Background: an optimization exercise with open tools, aiming at small area. Do not read the settings as production practice.
For this run, only the layout was checked, not whether the RTL still works.
Power and IR drop assume default switching activity.

$ cat flow/run.sh
#!/bin/bash
# synth_recipe.tcl (not shown) runs the flow's synth.tcl, then flattens the netlist and writes it again
# the make line also repeats each setting of config.mk as NAME=value (left out here)
make -C /OpenROAD-flow-scripts/flow DESIGN_CONFIG=/design/flow/config.mk WORK_HOME=/design/flow/orfs CLKGATE_MAP_FILE= SYNTH_SCRIPT=/design/flow/synth_recipe.tcl finish
$ cat flow/config.mk
export PLATFORM = sky130hd
export DESIGN_NAME = key_control
export DESIGN_NICKNAME = key_control
export VERILOG_FILES = /design/flow/design.v
export SDC_FILE = /design/flow/constraint.sdc
export NUM_CORES = 4
export LEC_CHECK = 0
export CAP_MARGIN = 20
export CORE_MARGIN = 2
export CORE_UTILIZATION = 40
export SLEW_MARGIN = 20
$ cat flow/constraint.sdc
create_clock -name core_clock -period 10.0 [get_ports {clk}]
set_input_delay 2.0000 -clock core_clock [delete_from_list [all_inputs] [get_ports {clk}]]
set_output_delay 2.0000 -clock core_clock [all_outputs]
set_load 0.01 [all_outputs]
$ cat flow/design.v
module key_fliter (
    input  wire sys_clk,
    input  wire sys_rst_n,
    input  wire key_in,
    output reg  key_flag
);
reg [7:0] cnt;
wire sat = cnt[7] & cnt[6] & cnt[3];                          
always @(posedge sys_clk or negedge sys_rst_n)
    if (!sys_rst_n)
        cnt <= 8'd0;
    else if (key_in)
        cnt <= 8'd0;
    else if (!sat)
        cnt <= cnt + 8'd1;
always @(posedge sys_clk or negedge sys_rst_n)
    if (!sys_rst_n)
        key_flag <= 1'b0;
    else
        key_flag <= cnt[7] & cnt[6] & cnt[2] & cnt[1] & cnt[0];   
endmodule
module key_control(
input wire clk,
input wire reset_n,
input wire key_in0, 
input wire key_in1, 
input wire key_in2, 
input wire key_in3, 
input wire key_in4, 
output wire  [5:0]   wave_sel,
output wire  [3:0]   mode_sel,
output wire  [8:0]   F,
output wire  [10:0]  T,
output wire  [6:0]   Z,
output wire         RCLK,
output wire         SRCLK,
output wire         DIO
);
wire kw, km, kf, kt, kz;
key_fliter kf0 (.sys_clk(clk), .sys_rst_n(reset_n), .key_in(key_in0), .key_flag(kw));
key_fliter kf1 (.sys_clk(clk), .sys_rst_n(reset_n), .key_in(key_in1), .key_flag(km));
key_fliter kf2 (.sys_clk(clk), .sys_rst_n(reset_n), .key_in(key_in2), .key_flag(kf));
key_fliter kf3 (.sys_clk(clk), .sys_rst_n(reset_n), .key_in(key_in3), .key_flag(kt));
key_fliter kf4 (.sys_clk(clk), .sys_rst_n(reset_n), .key_in(key_in4), .key_flag(kz));
reg [2:0] ws;
wire ws_zero = ws[2] & ws[1];
wire [2:0] ws_n = kw ? ws + 3'd1 : (ws_zero ? 3'd0 : ws);
reg [2:0] ms;
wire ms_zero = ms[2];
wire [2:0] ms_n = km ? ms + 3'd1 : (ms_zero ? 3'd0 : ms);
reg [4:0] fk;
wire [4:0] fk_n = kf ? fk + 5'd1 : ((fk[4] & fk[3] & fk[2] & fk[1]) ? 5'd1 : fk);    
reg [6:0] tk;
wire [6:0] tk_n = kt ? tk + 7'd1 : ((tk[6] & tk[4]) ? 7'd1 : tk);                   
reg [4:0] zv;
wire [4:0] zv_n = kz ? zv + 5'd1 : ((zv[4] & zv[2]) ? 5'd2 : zv);                  
reg [2:0] flag;
wire [2:0] flag_n = kw ? 3'd0 : km ? 3'd1 : kf ? 3'd2 : kt ? 3'd3 : kz ? 3'd4 : flag;
always @(posedge clk or negedge reset_n)
    if (!reset_n) begin
        ws <= 3'd0; ms <= 3'd0; fk <= 5'd1; tk <= 7'd1; zv <= 5'd2; flag <= 3'd0;
    end else begin
        ws <= ws_n; ms <= ms_n; fk <= fk_n; tk <= tk_n; zv <= zv_n; flag <= flag_n;
    end
assign wave_sel = {ws[2] & ws[0], ws[2] & ~ws[1] & ~ws[0], ws[1] & ws[0],
                   ~ws[2] & ws[1] & ~ws[0], ~ws[2] & ~ws[1] & ws[0], ~ws[2] & ~ws[1] & ~ws[0]};
assign mode_sel = {~ms[2] & ms[1] & ms[0], ~ms[2] & ms[1] & ~ms[0],
                   ~ms[2] & ~ms[1] & ms[0], ~ms[2] & ~ms[1] & ~ms[0]};
assign F = fk * 9'd10;
assign T = tk * 11'd10;
assign Z = {2'b00, zv};
reg [15:0] div;
reg [2:0]  cs;
reg [3:0]  c11;
wire div_end = div[15] & div[14] & div[9] & div[8] & div[6] & div[3] & div[2] & div[1] & div[0];  
wire [15:0] div_n = div_end ? 16'd0 : div + 16'd1;
wire [2:0]  cs_n  = cs + {2'b00, div_end};
always @(posedge clk or negedge reset_n)
    if (!reset_n) begin
        div <= 16'd0; cs <= 3'd0; c11 <= 4'd0;
    end else begin
        div <= div_n; cs <= cs_n; c11 <= (c11[3] & c11[1]) ? 4'd0 : c11 + 4'd1;
    end
wire [5:0] ph   = {div[5:4] + cs[1:0], div[3:0]};
wire [5:0] ph_n = ph + 6'd1;
wire ld_s = div[1] & div[0] & c11[3] & c11[1];               
wire ld_d = div[1] & ~div[0] & c11[3] & c11[0];              
reg [6:0] su, du;
reg       sx, dx;
reg [6:0] u_n;
reg       x_n;
always @(*) begin
    x_n = 1'b0;
    case (flag_n)
        3'd0: u_n = ws_zero ? 7'd1 : {4'd0, ws + 3'd1};
        3'd1: u_n = ms_zero ? 7'd0 : {4'd0, ms + 3'd1};
        3'd2: begin u_n = {2'd0, fk_n}; x_n = 1'b1; end
        3'd3: begin u_n = tk_n; x_n = 1'b1; end
        default: u_n = {2'd0, zv_n};
    endcase
end
always @(posedge clk or negedge reset_n)
    if (!reset_n) begin
        su <= 7'd0; sx <= 1'b0; du <= 7'd0; dx <= 1'b0;
    end else begin
        if (ld_s) begin su <= u_n; sx <= x_n; end
        if (ld_d) begin du <= su; dx <= sx; end
    end
wire [3:0] d_u = du % 7'd10;
wire [3:0] d_t = du / 7'd10;
reg  [3:0] nib;
always @(*)
    case (cs_n)
        3'd0: nib = dx ? 4'd0 : d_u;
        3'd1: nib = dx ? d_u : d_t;
        3'd2: nib = dx ? d_t : 4'd0;
        3'd7: nib = flag + 3'd1;
        default: nib = 4'd0;
    endcase
reg [7:0] seg;
always @(*)
    case (nib)
        4'h0: seg = 8'b1100_0000;
        4'h1: seg = 8'b1111_1001;
        4'h2: seg = 8'b1010_0100;
        4'h3: seg = 8'b1011_0000;
        4'h4: seg = 8'b1001_1001;
        4'h5: seg = 8'b1001_0010;
        4'h6: seg = 8'b1000_0010;
        4'h7: seg = 8'b1111_1000;
        4'h8: seg = 8'b1000_0000;
        default: seg = 8'b1001_0000;
    endcase
wire [2:0] j = ph_n[4:2];
wire bit_n = ph_n[5] ? (cs == ~j) : seg[~j];
reg pre, dio_r, srclk_r;
always @(posedge clk or negedge reset_n)
    if (!reset_n) begin
        dio_r <= 1'b0; srclk_r <= 1'b0;
    end else begin
        srclk_r <= ph[1];
        if (!ph[1]) dio_r <= pre;
    end
always @(posedge clk or negedge reset_n)
    if (!reset_n) pre <= 1'b1;
    else          pre <= bit_n;
assign DIO   = dio_r;
assign SRCLK = srclk_r;
assign RCLK  = ~ph[5] & ~ph[4] & ~ph[3] & ~ph[2] & (ph[1] ^ ph[0]);
endmodule
==> notes.md <==
==> area by class of cell <==
| class | count | area share, % |
|---|---|---|
| Inverter | 20 | 0.964 |
| Sequential cell | 113 | 36.4 |
| Multi-Input combinational cell | 520 | 45.6 |
| Tap cell | 220 | 3.54 |
| Clock inverter | 10 | 1.69 |
| Timing Repair Buffer | 44 | 5.56 |
| Clock buffer | 22 | 6.22 |
==> where the power goes <==
part / internal, mW / switching, mW
clock: 0.416 / 0.202
sequential: 0.465 / 0.00710
combinational: 0.0141 / 0.0234
total: 0.895 / 0.233
==> kinds of logic (layout without fill, tap and decap cells) <==
family	count (synthesis)	after routing	synth area share, %
xor gates and xnor gates	60	60	8.01
and+or+nand+nor	267	267	19.8
adders and majority gates	44	44	8.50
muxes	30	30	5.06
other	1	4	0.0564
buffers and inverters	54	96	4.18
AOI/OAI and AO/OA	115	115	11.8
DFF	113	113	42.6
==> Yosys cell counts, drive strengths merged (3+ instances only) <==
master / count / area (µm²)
nand2b: 12 / 90.1
ha: 42 / 526
a2bb2oi: 4 / 35.0
clkbuf: 12 / 45.0
o21ai: 31 / 155
or3: 4 / 25.0
xor2: 34 / 305
nand2: 62 / 233
a31oi: 9 / 56.3
mux2: 9 / 101
and3: 25 / 156
a22o: 8 / 70.1
dfrtp: 109 / 2730
nor3: 12 / 70.1
o211ai: 6 / 50.1
inv: 20 / 75.1
xnor2: 26 / 228
nor2: 80 / 300
nor4: 3 / 18.8
buf: 22 / 158
mux2i: 19 / 190
nor2b: 8 / 52.6
a22oi: 4 / 30.0
nand4: 11 / 68.8
nor3b: 5 / 37.5
nand3: 31 / 155
dfstp: 4 / 105
a21oi: 28 / 144
and2: 4 / 25.0
a21o: 3 / 22.5
==> worst max-delay path, delay by kind of cell (launching register included) <==
family                   cells  cell delay [ps]
flip-flops                   1              460
AND/OR/NAND/NOR              2              170
XOR/XNOR                     1              120
AO/OA/AOI/OAI                3              520
buffers and inverters        2              620
adder cells (fa/ha/maj)      2              680
==> per-stage QoR <==
| step | total power, mW | hold slack, ps |
|---|---|---|
| after floorplan | 0.499 | 440 |
| after CTS | 1.14 | 488 |
| after detailed placement | 0.518 | 475 |
| after global routing | 1.17 | 517 |
| final | 1.13 | 482 |
| after global placement | 0.516 | 461 |
==> metal layers <==
layer | wire length [µm] | vias up | GRT usage, %
met5 | 0 | - | 0
met4 | 202 | 0 | 5.56
met3 | 430 | 16 | 4.21
met2 | 6660 | 72 | 27.8
met1 | 6050 | 2418 | 20.0
li1 | - | 2459 | -
==> flip-flops by register name, indices dropped and copies added (netlist names), 5 cells and up <==
signal,cells
div,16
du,7
fk,5
kf0.cnt,8
kf1.cnt,8
kf2.cnt,8
kf3.cnt,8
kf4.cnt,8
su,7
tk,7
zv,5
==> worst max path at each step <==
stage	cells after the start	to	from	slack (ps)
3_5_place_dp	10	T[9]	tk[2]	5460
6_report	10	T[9]	tk[2]	5030
3_3_place_gp	10	T[9]	tk[2]	5460
5_1_grt	10	T[9]	tk[2]	4830
4_1_cts	10	T[9]	tk[2]	5010
2_1_floorplan	6	T[8]	tk[1]	6070
==> notes.md <==
Status
The run finished with no timing, DRC or antenna violations.

Logic synthesis
The synthesized netlist occupies a cell area of 6650 µm². The part of the Yosys area used for sequential elements is roughly 43%. The commonest register cell after synthesis is sky130_fd_sc_hd__dfrtp_1.

Counting flops with an async set or reset pin after synthesis yields a share of 100%. In this run, synthesis produced a sequential element count of ~110. The average instance in the mapped netlist occupies 9.72 µm². The netlist uses 70 different library cells.

The total of warnings raised by yosys is 2. The post-synthesis instance total is slightly below 700. Yosys mapped a number of flops with a built-in enable equal to 0.

Setup path
The start-to-end type of the worst setup path is reg -> out. STA classifies the critical path endpoint as an output pin. The worst register-to-register path has a depth of 14.

The capturing point of the worst reg2reg path is pre. The worst endpoint data arrival time is a little under 3000 ps. The reg-to-reg setup timing slack is 6210 ps. For the worst setup path, the data required time is 8000 ps. The launching point of the worst reg2reg path is div[1]. The critical-path maximum fanout is 7. STA classifies the critical path startpoint as a flop. The slowest stage of the critical path belongs to the cell sky130_fd_sc_hd__clkdlybuf4s50_1. The critical path goes through ha_1, ha_1, a21o_1, a21oi_1, inv_1, a21oi_1, nor2_1, nor2_1, xnor2_1, clkdlybuf4s50_1. For this run, the slowest stage of the critical path takes 550 ps.

Timing
The worst slew margin relative to its limit is 49.9%. The final setup skew is 7.66 ps. The final clock period utilization by the worst path is 49.7%. Setup violations remaining at the end of the flow were counted as 0.

The actual slew at the worst max-slew pin is 745 ps. The worst path needs 4970 ps of the cycle, external delays included. The count of final max-slew check failures is 0. The final count of hold timing violations came to 0. For the final routed database, the setup TNS stands at 0 ps. The peak clock frequency supported by timing is 201 MHz.

The worst path setup slack after routing is 5030 ps. Setup repair after global routing left no endpoint under its margin.

Placed design
At the placement stage, the worst setup path has a slack of 5460 ps. At the end of routability-driven placement, the weighted congestion stood at 0.793. In this run, placement finished with an instance count of just over 900. The number of buffers added on ports is 42.

The placed wire-length estimate is 9590 µm. The placed instances occupy a cell area of between 7000 and 8000 µm².

Job
Max-cap violations in this run came to 0.

Die
Once the floorplan was initialized, standard cells occupied 40.5% of the core. The die is 133 µm wide. Row generation in the floorplan step produced 47 rows. The height of the die is 133 µm. The core area is 16400 µm². Pin placement for this block handled 47 I/O pins.

The full die area is roughly 18000 µm².

Power and ir drop
In this run the static leakage power is 3.67 nW. The highest ir drop seen on vdd is 0.107 mV. The power per standard cell area is 145 nW/µm².

Clock network
The cell sitting at the root of the clock tree is a sky130_fd_sc_hd__clkbuf_16. Buffers inserted during clock tree synthesis total 17. The clock sink total is 113. The cts-stage hold buffer count is 0. No sink is reached through more buffers than the 2 on the longest clock path. The CTS clock-pin slew for the worst setup and hold paths is ~60 ps. The H-tree level count is 4.

The buffer count from post-CTS setup fixing is 0. The TritonCTS clock tree is done. After clock tree synthesis, the repair step resized 0 gates. For the worst-skew pair, the clock arrives at the later sink with an insertion delay of 410 ps.

Global route
The number of global-route vias before repair is 5099. The remaining global-route overflow is 0. The first global-routing pass estimated 23600 µm of wire. The initial antenna violation count came to 0. For this run, the total global-route usage over all layers was measured as 16.3%. Entering global routing, the biggest net connects between 50 and 60 pins.

Finish
The multi-input combinational cells in the finished layout cover a total of 3550 µm². In the layout the commonest cells are sky130_fd_sc_hd__dfrtp_1 (109), sky130_fd_sc_hd__nor2_1 (80), sky130_fd_sc_hd__nand2_1 (62). Summing all non-filler instances in the final layout gives an area of 7780 µm². The count of filler cells inserted in the layout is 1504. The area added between synthesis and finish is 17.0%. The post-route non-filler standard cell count is about 950.

The area taken by flip-flops and latches is 2830 µm². The fraction of the core area covered by cells at the end of the flow is 47.4%. The number of antenna diodes in the final layout is 0. The layout net count is 767. The commonest non-fill, non-tap cell in the layout is sky130_fd_sc_hd__dfrtp_1. Of the cells placed in the final design, the portion with a size suffix greater than 1 is a little under 9%.

Detailed routing
The first TritonRoute pass finished after 4 iterations. The detailed router placed 4965 vias in this run. Dividing the detail-routed wire length by the instance count gives 14.1 µm. The count of antenna-violating nets left after detailed routing is 0.

Using the TritonRoute via totals, the vias-per-cell ratio works out to 5.23. The first-iteration detailed-routing DRC count is 290. The sum of routed wire length over all layers is 13300 µm. The remaining design rule violation count is 0.

Min path
For hold timing, the worst endpoint is su[0]. The path class of the tightest hold or removal check is reg -> reg. The number of cells on the worst hold path is 2.

In this run the most critical hold path is launched from su[0].

[afterwards: timing with drivers on the ports]
In the flow no input, the clock included, has a driving cell. The finished layout below was timed again as built, in two steps.
Step 1 sets driving cells, clkbuf_16 on the clock port and buf_2 on the other inputs (assumed; they add their load-dependent delay and slew).
Step 2 also shifts input and output timing later by t, the mid clock arrival at the registers, as if the neighbouring blocks saw the same clock.
Slacks: no drivers / after step 1 / after step 2; pairs: no drivers / after step 1.
shift t [ns]: 0.439
slack for setup (ns): 5.034 / 4.997 / 5.436
worst register clock-pin slew, ns: 0.06 / 0.06
worst slew at a driven data input, ns: 0.03
pins driven straight from the clock port: 1
After both steps setup and hold are still met in this run. The setup slack of this run moves by -0.037 ns with the drivers and by +0.402 ns with both steps.
